This design comes from an exercise in tuning for small area on the open sky130 flow, not from production work.
Function was checked by simulation only, so behaviour that the tests miss may differ from the original.

Setup of 06-24:
## foc_svpwm
module foc_svpwm (
        input clk,
        input rst,
        input [17:0] theta,
        input theta_valid,
        output [47:0] comp1,
        output [47:0] comp2,
        output comp_valid
    );
For scale: roughly 3,000 cells after synthesis, roughly 640 flip-flops, about 0.036 mm^2 of cells after synthesis.
clock: 10.0 ns
lec_check: 0
cap_margin: 20
core_margin: 2
core_utilization: 70
cts_buf_list: sky130_fd_sc_hd__clkbuf_4
slew_margin: 20
run.sh (not shown) runs the stock make flow with config.mk's settings and CLKGATE_MAP_FILE= SYNTH_SCRIPT=/design/flow/synth_recipe.tcl, a recipe that flattens the netlist after the stock synthesis.
06-24 | status: complete | timing, DRC, antenna: pass
For 10-03, these inputs were changed with respect to 06-24:
--- a/flow/config.mk
+++ b/flow/config.mk
@@ -8,5 +8,4 @@
 export CAP_MARGIN = 20
 export CORE_MARGIN = 2
-export CORE_UTILIZATION = 70
-export CTS_BUF_LIST = sky130_fd_sc_hd__clkbuf_4
+export CORE_UTILIZATION = 40
 export SLEW_MARGIN = 20
Findings:
10-03 completed end to end with timing, DRC and antenna clean. [compare] base=06-24 new=10-03: number of H-tree levels -1, instance area at placement rose 1.7%, worst setup slack increased by 0.22 ns relative to the old numbers, final instance area has increased. Sort 10-03 and 06-24 by critical path depth, descending, and 06-24 comes first. Compared with 06-24, in 10-03 proportion of cell area occupied by multi-input gates has decreased, non-clock buffer count went up 1, combined area of the multi-input logic cells held.

========
== lane 1 ==
foc_svpwm, a different RTL version from the one above (not shown whole).
Size: ~2500 cells after synthesis, roughly 450 flip-flops, roughly 120 I/O pins.
make LEC_CHECK=0 CAP_MARGIN=20 CORE_MARGIN=2 CORE_UTILIZATION=75 CTS_BUF_LIST=sky130_fd_sc_hd__clkbuf_8 CTS_CLUSTER_DIAMETER=55 CTS_CLUSTER_SIZE=18 SLEW_MARGIN=20 SYNTH_HIERARCHICAL=1 SYNTH_MINIMUM_KEEP_SIZE=0 finish   # period 10.0 ns
Relative to lane 1, the following input files were edited for lane 2:
# lane 1
export LEC_CHECK = 0
export CAP_MARGIN = 20
export CORE_MARGIN = 2
export CORE_UTILIZATION = 75
export CTS_BUF_LIST = sky130_fd_sc_hd__clkbuf_8
export CTS_CLUSTER_DIAMETER = 55
export CTS_CLUSTER_SIZE = 18
export SLEW_MARGIN = 20
export SYNTH_HIERARCHICAL = 1
export SYNTH_MINIMUM_KEEP_SIZE = 0
create_clock -name core_clock -period 10.0 [get_ports {clk}]
# lane 2
export LEC_CHECK = 0
export ABC_AREA = 1
export CAP_MARGIN = 20
export CORE_MARGIN = 2
export CORE_UTILIZATION = 75
export CTS_BUF_LIST = sky130_fd_sc_hd__clkbuf_4 sky130_fd_sc_hd__clkbuf_8
export CTS_CLUSTER_DIAMETER = 50
export CTS_CLUSTER_SIZE = 16
export SLEW_MARGIN = 20
export SYNTH_HIERARCHICAL = 1
export SYNTH_MINIMUM_KEEP_SIZE = 0
create_clock -name core_clock -period 10.0 [get_ports {clk}]
Notes after the runs:
Lane 2 was carried through to the last stage, and its layout satisfied the timing, design-rule and antenna checks.
As of lane 2, multi-input gate count had risen by a few percent compared to lane 1.
Taking lane 1 as the reference, in lane 2 clock tree buffer count of the final layout +14, setup slack of the most critical reg-to-reg path +0.19 ns.
Via count of the first global-routing pass was higher in lane 2 than in lane 1.
Compared with lane 1, in lane 2 count of inverters not on the clock network in the layout moved up; number of standard cells in the layout, taps in and fillers out rose 181; number of search-and-repair iterations in the first detailed-routing pass went up by 3; wire length now sits higher; placement-stage worst setup slack increased by 0.029 ns relative to the old numbers.
Fmax: lane 2 higher than lane 1
[inputs] lane 3 vs lane 2
# lane 2
export LEC_CHECK = 0
export ABC_AREA = 1
export CAP_MARGIN = 20
export CORE_MARGIN = 2
export CORE_UTILIZATION = 75
export CTS_BUF_LIST = sky130_fd_sc_hd__clkbuf_4 sky130_fd_sc_hd__clkbuf_8
export CTS_CLUSTER_DIAMETER = 50
export CTS_CLUSTER_SIZE = 16
export SLEW_MARGIN = 20
export SYNTH_HIERARCHICAL = 1
export SYNTH_MINIMUM_KEEP_SIZE = 0
create_clock -name core_clock -period 10.0 [get_ports {clk}]
# lane 3
export LEC_CHECK = 0
export CAP_MARGIN = 20
export CORE_MARGIN = 2
export CORE_UTILIZATION = 75
export CTS_BUF_LIST = sky130_fd_sc_hd__clkbuf_8
export CTS_CLUSTER_DIAMETER = 50
export CTS_CLUSTER_SIZE = 16
export SLEW_MARGIN = 20
export SYNTH_HIERARCHICAL = 1
export SYNTH_MINIMUM_KEEP_SIZE = 0
create_clock -name core_clock -period 10.0 [get_ports {clk}]
Notes after the runs:
Diff lane 2 -> lane 3 | placed standard-cell area | decrease of 0.38%
Comparing lane 3 and lane 2, initial core utilization is lower on lane 2.
Sequential share of layout area was higher in lane 3 than in lane 2.
Status: clock-pin slew on the worst setup and hold paths parity (lane 2, lane 3)
Compared with lane 2, in lane 3 data arrival time of the critical path has decreased, total global-route track usage moved down.
--- input diff lane 3..lane 4 ---
# lane 3
export LEC_CHECK = 0
export CAP_MARGIN = 20
export CORE_MARGIN = 2
export CORE_UTILIZATION = 75
export CTS_BUF_LIST = sky130_fd_sc_hd__clkbuf_8
export CTS_CLUSTER_DIAMETER = 50
export CTS_CLUSTER_SIZE = 16
export SLEW_MARGIN = 20
export SYNTH_HIERARCHICAL = 1
export SYNTH_MINIMUM_KEEP_SIZE = 0
create_clock -name core_clock -period 10.0 [get_ports {clk}]
# lane 4
export LEC_CHECK = 0
export CAP_MARGIN = 20
export CORE_MARGIN = 2
export CORE_UTILIZATION = 75
export CTS_BUF_LIST = sky130_fd_sc_hd__clkbuf_2 sky130_fd_sc_hd__clkbuf_4 sky130_fd_sc_hd__clkbuf_8
export CTS_CLUSTER_DIAMETER = 40
export CTS_CLUSTER_SIZE = 12
export SLEW_MARGIN = 20
export SYNTH_HIERARCHICAL = 1
export SYNTH_MINIMUM_KEEP_SIZE = 0
create_clock -name core_clock -period 10.0 [get_ports {clk}]
Results
Lane 3 vs lane 4, slowest library cell on the worst path: sky130_fd_sc_hd__xnor2_1 vs sky130_fd_sc_hd__dfxtp_1. The final layout from lane 4, which completed every stage, passed the timing, design-rule and antenna checks at the end of the flow. Area added between synthesis and finish: lane 4 higher than lane 3. Compared with lane 3, lane 4 shows a delay of the slowest critical-path stage that is 0.03 ns lower. Taking lane 3 over lane 4, the routed wirelength normalized by instance count ratio works out to 0.934. Lane 4 against lane 3: shortest clock period the worst path allows after layout up 0.39 ns, via count up 430.

[static timing again, ports no longer ideal]
The results above use ideal ports. As a check the final layouts listed here were re-extracted and re-timed, cells and wires unchanged. Step 1: set_driving_cell puts a clkbuf_16 on clk and a buf_2 on each other input, an assumption about the parent block. Step 2 adds t to the input delays and takes it off the output delays; t is the mean of the earliest and latest rising clock arrival at the registers after step 1. Input paths then give back, and output paths get back, about the clock's delay inside the block. Slacks: ideal ports / drivers / drivers and shift; pairs: ideal ports / drivers.
run | t (ns) | setup slack, ns | worst register clock-pin slew, ns | worst data-port slew with drivers (ns)
06-24 | 1.046 | 0.932 / 0.932 / 0.932 | 0.08 / 0.08 | 0.04
10-03 | 0.667 | 1.147 / 1.147 / 1.147 | 0.06 / 0.06 | 0.03
lane 1 | 0.674 | 0.309 / 0.309 / 0.309 | 0.11 / 0.11 | 0.04
lane 2 | 0.677 | 0.497 / 0.497 / 0.497 | 0.10 / 0.10 | 0.05
lane 3 | 0.678 | 0.583 / 0.583 / 0.583 | 0.10 / 0.10 | 0.04
lane 4 | 0.702 | 0.193 / 0.193 / 0.193 | 0.08 / 0.08 | 0.04
After both steps every run listed still meets setup and hold.
